This is an optimization exercise on Yosys and OpenROAD, whose aim is small area, a short achievable clock period and few clock cycles, not a production implementation. RTL that was checked went through simulation tests only; none was proved equivalent to the original. No activity file was given, so power comes from the tool's default toggle rates.

Setup of v6:
// reuleaux
module reuleaux(input logic clk, input logic rst_n, input logic [2:0] colour,
                input logic [7:0] centre_x, input logic [6:0] centre_y, input logic [7:0] diameter,
                input logic start, output logic done,
                output logic [7:0] vga_x, output logic [6:0] vga_y,
                output logic [2:0] vga_colour, output logic vga_plot);
export LEC_CHECK = 0
export CAP_MARGIN = 20
export CORE_MARGIN = 2
export CORE_UTILIZATION = 40
export SETUP_SLACK_MARGIN = 5
export SLEW_MARGIN = 20
create_clock -name core_clock -period 10.0 [get_ports {clk}]
run.sh (not shown) runs the stock make flow with config.mk's settings and CLKGATE_MAP_FILE= SYNTH_SCRIPT=/design/flow/synth_recipe.tcl, a recipe that flattens the netlist after the stock synthesis.
Setup changes, v6 to v7
# v6
export LEC_CHECK = 0
export CAP_MARGIN = 20
export CORE_MARGIN = 2
export CORE_UTILIZATION = 40
export SETUP_SLACK_MARGIN = 5
export SLEW_MARGIN = 20
create_clock -name core_clock -period 10.0 [get_ports {clk}]
# v7
export LEC_CHECK = 0
export CAP_MARGIN = 20
export CORE_MARGIN = 2
export CORE_UTILIZATION = 40
export SLEW_MARGIN = 20
create_clock -name core_clock -period 10.0 [get_ports {clk}]
## What came out
- Of v6 and v7, v7 shows the lower signed area change from the synthesized netlist to the final layout, with v6 above it.
- NOTE: cell area in v7 falls short of that of v6
- Lower number of vias after detailed routing goes to v7 over v6.
- Note that the combinational power recorded for v7 amounts to 0.851 times the value seen in v6.
- Clock power ends up higher on v6.
No functional check of the RTL was part of any run of this note.

========
oak:
Another version of the RTL of reuleaux (not shown whole).
Size: ~1300 cells after synthesis, about 100 flip-flops, about 9700 um^2 of cells after synthesis.
Settings: LEC_CHECK=0, ABC_AREA=1, CAP_MARGIN=20, CORE_MARGIN=2, CORE_UTILIZATION=40, SLEW_MARGIN=20; clock period 10.0 ns.
Testbench counts of oak, summed over its fixed seeds: cycles 66,569.
Modified inputs, maple compared to oak
Settings: clearing ABC_AREA, which used to be 1.
--- outcome ---
Proportion of power drawn by the clock network was higher in the run labelled oak. [maple vs oak] clock period minus worst slack: higher in maple. The destination of the critical timing path comes out crit[9]$_DFFE_PP_ in one run and b1[7]$_DFFE_PP_ in the other, namely in oak and maple respectively. From oak to maple the numbers moved as follows: total power after layout went up 4.3%, simple-gate share of the synthesized area went down 12 points, internal power went up 0.085 mW, first-iteration DRC count went down about 2%. Worst setup timing slack at the placement stage in maple is 0.37 ns lower than in oak. maple vs. oak: met1 demand-to-capacity share in global routing went up by 0.55 points; estimated wirelength of the detail-placed design fell by 2000 um.

========
alpha:
The RTL this note starts from:
==> flow/design.v <==
module reuleaux(input logic clk, input logic rst_n, input logic [2:0] colour,
                input logic [7:0] centre_x, input logic [6:0] centre_y, input logic [7:0] diameter,
                input logic start, output logic done,
                output logic [7:0] vga_x, output logic [6:0] vga_y,
                output logic [2:0] vga_colour, output logic vga_plot);
     function automatic logic [9:0] rca(input logic [9:0] a, input logic [9:0] b, input logic ci);
          logic c;
          c = ci;
          for (int i = 0; i < 10; i++) begin
               rca[i] = a[i] ^ b[i] ^ c;
               c = (a[i] & b[i]) | (a[i] & c) | (b[i] & c);
          end
     endfunction
     localparam logic [159:0] FA = {10'd593, 10'd555, 10'd518, 10'd476, 10'd439, 10'd396, 10'd359, 10'd317,
                                    10'd280, 10'd238, 10'd200, 10'd158, 10'd121, 10'd79, 10'd42, 10'd0};
     localparam logic [95:0]  FB = {6'd36, 6'd34, 6'd32, 6'd26, 6'd24, 6'd22, 6'd21, 6'd19,
                                    6'd17, 6'd15, 6'd9, 6'd7, 6'd5, 6'd4, 6'd2, 6'd0};
     function automatic logic [9:0] fa(input logic [3:0] h);
          fa = 10'(FA >> (10 * h));
     endfunction
     function automatic logic [5:0] fb(input logic [3:0] l);
          fb = 6'(FB >> (6 * l));
     endfunction
     logic [7:0] di2, cx1;
     logic [8:0] cx2;
     always_ff @(posedge clk) begin
          di2 <= 8'(diameter + 8'd1) >> 1;
          cx1 <= centre_x + di2;
          cx2 <= {1'b0, centre_x} - {1'b0, di2};
     end
     logic [7:0] ox, oy;
     logic [9:0] crit;
     logic       ra;           
     logic [8:0] b1;
     logic [7:0] b2, by;
     logic [6:0] cy1;
     logic       w1;           
     logic [1:0] p;            
     logic [1:0] ph;           
     logic       run;
     logic [7:0] xo;
     logic [6:0] yo;
     logic       plot_r;
     wire [8:0] x0 = {1'b0, cx1} - {1'b0, ox};
     wire [9:0] x3 = {cx2[8], cx2} + {2'b0, ox};
     wire [9:0] x1 = {b1[8], b1} + {2'b0, oy};
     wire [8:0] x2 = {1'b0, b2} - {1'b0, oy};
     wire [8:0] y0 = {2'b0, cy1} - {1'b0, oy};
     wire [8:0] s12 = {1'b1, by} + {1'b0, ox};
     wire [7:0] y12 = ra ? s12[7:0] : ~s12[7:0];
     function automatic logic onx(input logic [8:0] v);
          onx = !v[8] && !(v[7] && (v[6] || v[5]));
     endfunction
     function automatic logic ony(input logic [7:0] v);
          ony = !v[7] && !(v[6] && v[5] && v[4] && v[3]);
     endfunction
     wire oky0 = ony(y0[7:0]), oky12 = ra ? ony(s12[7:0]) : ony(~s12[7:0]);
     wire [3:0] ok = {onx(x3[8:0]) & oky0, onx(x2) & oky12, onx(x1[8:0]) & oky12, onx(x0) & oky0};
     wire [3:0] ge = (p == 2'd0) ? 4'b1111 : (p == 2'd1) ? 4'b1110 :
                     (p == 2'd2) ? 4'b1100 : 4'b1000;
     wire [3:0] v  = ok & ge;
     logic [1:0] sel;
     logic       more;      
     always_comb begin
          sel  = 2'd3;
          more = 1'b0;
          if (v[0]) begin sel = 2'd0; more = v[1] | v[2] | v[3]; end
          else if (v[1]) begin sel = 2'd1; more = v[2] | v[3]; end
          else if (v[2]) begin sel = 2'd2; more = v[3]; end
     end
     logic [7:0] xs;
     logic [6:0] ys;
     always_comb begin
          case (sel)
               2'd0: begin xs = x0[7:0]; ys = y0[6:0]; end
               2'd1: begin xs = x1[7:0]; ys = y12[6:0]; end
               2'd2: begin xs = x2[7:0]; ys = y12[6:0]; end
               default: begin xs = x3[7:0]; ys = y0[6:0]; end
          endcase
     end
     wire       cpos = !crit[9] && (crit != 10'd0);
     wire [7:0] oy1  = oy + 8'd1;
     wire [7:0] oy2  = {oy[7:1] + 7'd1, oy[0]};
     wire [8:0] u    = {1'b0, oy2} - {1'b0, ox};
     wire       last = !u[8] && (u[7:1] != 7'd0 || (cpos && u[0]));
     wire [9:0] cra  = crit + {1'b0, oy1, 1'b1};
     wire [9:0] crb  = crit + {u, 1'b1};
     wire [8:0] y12t = ~s12;
     wire yoffb = (y0[8] && (!y12t[8] || y12t[7:0] >= 8'd120)) ||
                  (!y12t[8] && y12t[7:0] >= 8'd120);
     wire yoffa = y0[8] && ox <= 8'd136;
     wire x0hi = !x0[8] && x0[7] && (x0[6] || x0[5]);
     wire finb = !ra && (x2[8] || x0hi || yoffb) &&
                 (x3[9] || (!x1[9] && (x1[8] || (x1[7] && (x1[6] || x1[5])))) || yoffb);
     wire fina = ra && w1 && (x0hi || yoffa) && (x3[9] || yoffa);
     wire fin = fina || finb;
     wire [9:0] fs  = rca(fa(ox[7:4]), {4'd0, fb(ox[3:0])}, 1'b0);
     wire [8:0] q   = 9'(rca({2'd0, ox}, {4'd0, oy[5:0]}, 1'b0));
     wire [9:0] a6  = rca({1'd0, cy1, 2'b10}, {1'd0, b1}, 1'b0);
     wire [8:0] a3  = 9'(rca({2'd0, cy1, 1'b0}, ~{1'd0, b1}, 1'b1));
     always_ff @(posedge clk) begin
          if (!rst_n || !start) begin
               run <= 1'b0;
               done <= 1'b0;
               plot_r <= 1'b0;
               ph <= 2'd0;
          end else if (run) begin
               plot_r <= |v;
               if ((!more && last) || fin) begin
                    run <= 1'b0;
                    done <= 1'b1;
               end
          end else begin
               plot_r <= 1'b0;
               if (!done) begin
                    ph <= ph + 2'd1;
                    if (ph == 2'd3) run <= 1'b1;
               end
          end
          if (!run) begin
               if (ph == 2'd0) begin
                    ox <= diameter;
                    cy1 <= centre_y;
               end else if (ph == 2'd1) begin
                    oy <= {2'd0, fs[9:4]};
               end else if (ph == 2'd2) begin
                    b1 <= q;
               end else begin
                    b1 <= {1'b0, centre_x};
                    b2 <= centre_x;
                    cy1 <= a6[8:2];
                    w1 <= a6[9] && ox < 8'd222;
                    by <= (ox == 8'd255) ? ~{1'b0, a6[8:2]} : {a3[8] ^ (ox >= 8'd222), a3[7:1]};
                    oy <= 8'd0;
               end
               crit <= 10'd1 - {2'b0, ox};
               ra <= ox != 8'd255;
               p <= 2'd0;
          end else if (more) begin
               p <= sel + 2'd1;
          end else begin
               p <= 2'd0;
               oy <= oy1;
               crit <= cpos ? crb : cra;
               if (cpos) ox <= ox - 8'd1;
               if (ra && oy1 == di2) begin
                    ra <= 1'b0;
                    b1 <= cx2;
                    b2 <= cx1;
                    by <= ~{1'b0, cy1};
               end
          end
          xo <= xs;
          yo <= ys;
     end
     assign vga_x = xo;
     assign vga_y = yo;
     assign vga_plot = plot_r;
     assign vga_colour = colour;
endmodule
clock: 10.0 ns
lec_check: 0
abc_area: 1
cap_margin: 20
core_margin: 2
core_utilization: 40
slew_margin: 20
standard.sh (not shown) runs the stock make flow with config.mk's settings and CLKGATE_MAP_FILE= SYNTH_SCRIPT=/design/flow/synth_recipe.tcl, a recipe that flattens the netlist after the stock synthesis.
==> flow/flow/run.sh <==
#!/bin/bash
# The standard layout (standard.sh: ORFS from synthesis to finish, unchanged), with the
# timing repair asked to leave 6.5 ns of setup slack (SETUP_SLACK_MARGIN) rather than none,
# and the plain sky130 buf_2 as the buffer on every input and output port instead of the
# delay buffer (clkdlybuf4s50_1) that buffer_ports picks by default.
set -euo pipefail
export SETUP_SLACK_MARGIN=6.5
export BUFFER_PORTS_ARGS="-buffer_cell sky130_fd_sc_hd__buf_2"
bash standard.sh > standard.log 2>&1
Testbench counts of alpha, summed over its fixed seeds: cycles 61,709.
Edits applied to the flow inputs when going from alpha to beta:
Settings: CTS_BUF_LIST newly set to sky130_fd_sc_hd__clkbuf_8.
==> flow/run.sh (new file) <==
#!/bin/bash
# synth_recipe.tcl (not shown) runs the flow's synth.tcl, then flattens the netlist and writes it again
# the make line also repeats each setting of config.mk as NAME=value (left out here)
make -C /OpenROAD-flow-scripts/flow DESIGN_CONFIG=/design/flow/config.mk WORK_HOME=/design/flow/orfs CLKGATE_MAP_FILE= SYNTH_SCRIPT=/design/flow/synth_recipe.tcl finish
removed: flow/flow/run.sh
removed: flow/standard.sh
==> comparison <==
Summary: with alpha as the reference, wire length in beta moved down by a few percent.
Register-to-register slack ends up lower on beta.
Slew at the pin closest to its max-slew limit: beta vs alpha up 79 ps
beta vs alpha — share of power burned in combinational logic dropped 0.7 points.
In the metrics for beta and alpha, the one carrying the lower switching share of total power is alpha.
Relative to alpha, met2 wire length has gone down in beta.
### beta -> gamma
Settings: removing CTS_BUF_LIST (formerly sky130_fd_sc_hd__clkbuf_8).
==> flow/flow/run.sh (new file) <==
#!/bin/bash
# The standard layout (standard.sh: ORFS synthesis to finish, unchanged), except that
# the buffer placed on every input and output port is the plain sky130 buf_1 rather than
# the delay buffer (clkdlybuf4s50_1) that buffer_ports picks by default.
set -euo pipefail
export BUFFER_PORTS_ARGS="-buffer_cell sky130_fd_sc_hd__buf_1"
bash standard.sh > standard.log 2>&1
==> flow/standard.sh (new file) <==
#!/bin/bash
# synth_recipe.tcl (not shown) runs the flow's synth.tcl, then flattens the netlist and writes it again
# the make line also repeats each setting of config.mk as NAME=value (left out here)
make -C /OpenROAD-flow-scripts/flow DESIGN_CONFIG=/design/flow/config.mk WORK_HOME=/design/flow/orfs CLKGATE_MAP_FILE= SYNTH_SCRIPT=/design/flow/synth_recipe.tcl "${@:-finish}"
removed: flow/run.sh
Notes after the runs:
Looking at destination of the critical timing path, the oy[5] result is from beta; the b2[3] one comes from gamma. gamma does worse than beta on tightest hold margin. The lower sequential share of cell area came out of beta. Summary of the comparison: final critical-path share of the clock period is higher in gamma, relative to beta.
[inputs] delta vs gamma
==> flow/run.sh (new file) <==
#!/bin/bash
# synth_recipe.tcl (not shown) runs the flow's synth.tcl, then flattens the netlist and writes it again
# the make line also repeats each setting of config.mk as NAME=value (left out here)
make -C /OpenROAD-flow-scripts/flow DESIGN_CONFIG=/design/flow/config.mk WORK_HOME=/design/flow/orfs CLKGATE_MAP_FILE= SYNTH_SCRIPT=/design/flow/synth_recipe.tcl finish
removed: flow/flow/run.sh
removed: flow/standard.sh
--- outcome ---
On setup slack, the lower figure sits with gamma, not delta. In delta, the share of power burned in combinational logic came out 0.9 points above the value in gamma. Taking gamma as the reference point, the worst hold slack of delta rises by 13 ps. Taking gamma as the reference, in delta global-route usage went up by 0.79 points, post-layout instance area went up by about 2.7%.
The following lists how epsilon was set up differently from delta:
==> flow/flow/run.sh (new file) <==
#!/bin/bash
# The standard layout (standard.sh: ORFS from synthesis to finish, unchanged), with the
# timing repair asked to leave 6.5 ns of setup slack (SETUP_SLACK_MARGIN) rather than none.
set -euo pipefail
export SETUP_SLACK_MARGIN=6.5
bash standard.sh > standard.log 2>&1
==> flow/standard.sh (new file) <==
#!/bin/bash
# synth_recipe.tcl (not shown) runs the flow's synth.tcl, then flattens the netlist and writes it again
# the make line also repeats each setting of config.mk as NAME=value (left out here)
make -C /OpenROAD-flow-scripts/flow DESIGN_CONFIG=/design/flow/config.mk WORK_HOME=/design/flow/orfs CLKGATE_MAP_FILE= SYNTH_SCRIPT=/design/flow/synth_recipe.tcl "${@:-finish}"
removed: flow/run.sh
Findings:
- delta and epsilon ended up with roughly the same first-pass GRT wire length.
- Going from delta to epsilon, clock tree buffer count of the final layout fell 2; portion of total power attributed to combinational logic rose 4.2 points.

========
Another version of the RTL of reuleaux (not shown whole).
Size in the first run: ~820 cells after synthesis, roughly 95 flip-flops, about 49 I/O pins, ~7400 um^2 of cells after synthesis.
==> flow/config.mk <==
export PLATFORM = sky130hd
export DESIGN_NAME = reuleaux
export DESIGN_NICKNAME = reuleaux
export VERILOG_FILES = /design/flow/design.v
export SDC_FILE = /design/flow/constraint.sdc
export NUM_CORES = 4
export LEC_CHECK = 0
export ABC_AREA = 1
export CAP_MARGIN = 20
export CORE_MARGIN = 2
export CORE_UTILIZATION = 40
export SETUP_SLACK_MARGIN = 5
export SLEW_MARGIN = 20
==> flow/constraint.sdc <==
create_clock -name core_clock -period 10.0 [get_ports {clk}]
set_input_delay 2.0000 -clock core_clock [delete_from_list [all_inputs] [get_ports {clk}]]
set_output_delay 2.0000 -clock core_clock [all_outputs]
set_load 0.01 [all_outputs]
run.sh (not shown) runs the stock make flow with config.mk's settings and CLKGATE_MAP_FILE= SYNTH_SCRIPT=/design/flow/synth_recipe.tcl, a recipe that flattens the netlist after the stock synthesis.
Stock flow here: none of the scripts above is used.
Testbench counts at the start, summed over its fixed seeds: cycles 66,569.
Then changed:
--- a/flow/config.mk
+++ b/flow/config.mk
@@ -8 +7,0 @@
-export ABC_AREA = 1
=> The new run completed with no timing, DRC or antenna violations. Final area grows slightly. Maximum frequency shrinks slightly. Sequential power grows by a little under a tenth. Via count shrinks by a little under a tenth.
Then changed:
--- a/flow/config.mk
+++ b/flow/config.mk
@@ -7,0 +8 @@
+export ABC_AREA = 1
@@ -11 +11,0 @@
-export SETUP_SLACK_MARGIN = 5
Sequential power decreases by 6.5%. Cell area decreases by 8.5%. Die area barely changes. Sequential cell count is unchanged. Final cell count increases by 8.5%.

========
Another version of the RTL of reuleaux (not shown whole).
Size in the first run: about 1,000 cells after synthesis, about 100 flip-flops, about 49 I/O pins, about 9100 um2 of cells after synthesis.
## reuleaux
module reuleaux(input logic clk, input logic rst_n, input logic [2:0] colour,
                input logic [7:0] centre_x, input logic [6:0] centre_y, input logic [7:0] diameter,
                input logic start, output logic done,
                output logic [7:0] vga_x, output logic [6:0] vga_y,
                output logic [2:0] vga_colour, output logic vga_plot);
export LEC_CHECK = 0
export CAP_MARGIN = 20
export CORE_MARGIN = 2
export CORE_UTILIZATION = 40
export SLEW_MARGIN = 20
create_clock -name core_clock -period 10.0 [get_ports {clk}]
Rerun with:
- ABC_AREA: not set -> 1
Outcome: Via count is higher by 19%. Non-clock buffer count is unchanged. Routed wire length goes up by about 16%. Synthesized cell count is higher by 26%. Die area rose by about 4%. Count of clock-buffer cells in the layout does not change. Sequential share of layout area fell by 1.2 points. Area after synthesis increases by 4.3%. Global-route usage grows by 3.1 points. Setup slack improves by 280 ps. Final cell count rose by about 23%.
Function was not checked in any run of this note: the RTL went through the layout flow alone.

[what the ideal ports hide]
Ports are ideal in the flow. The routed layouts listed here were re-timed in OpenROAD. Step 1, drivers: a clkbuf_16 drives clk and a buf_2 each remaining input, both assumed. Step 2 adds t to the input delays and takes it off the output delays; t is the mean of the earliest and latest rising clock arrival at the registers after step 1. Input paths then give back, and output paths get back, about the clock's delay inside the block. Three values: ideal ports, drivers, drivers and shift; two values: the first two.
run	t, ns	setup WS [ns]	worst slew at a driven data input, ns	pins driven straight from the clock port
v6	0.413	5.115 / 5.115 / 4.840	0.06	1
v7	0.402	4.283 / 4.283 / 4.209	0.07	1
oak	0.404	5.833 / 5.833 / 5.833	0.06	1
maple	0.403	5.437 / 5.437 / 5.437	0.06	1
alpha	0.408	6.000 / 5.959 / 5.959	0.06	1
beta	0.440	5.754 / 5.754 / 5.754	0.06	1
gamma	0.403	5.388 / 5.388 / 5.388	0.06	1
delta	0.404	5.795 / 5.795 / 5.795	0.06	1
epsilon	0.412	6.000 / 5.959 / 5.959	0.06	1
the first run of note 4	0.399	4.794 / 4.794 / 4.794	0.06	1
the second run of note 4	0.395	4.712 / 4.712 / 4.712	0.06	1
the third run of note 4	0.399	4.310 / 4.310 / 4.310	0.06	1
the first run of note 5	0.411	5.112 / 5.139 / 4.727	0.06	1
the second run of note 5	0.412	5.388 / 5.410 / 4.998	0.06	1
After both steps every run listed still meets setup and hold. The setup slack of the second run of note 5, which loses most, moves by +0.022 ns with the drivers and by -0.390 ns with both steps.
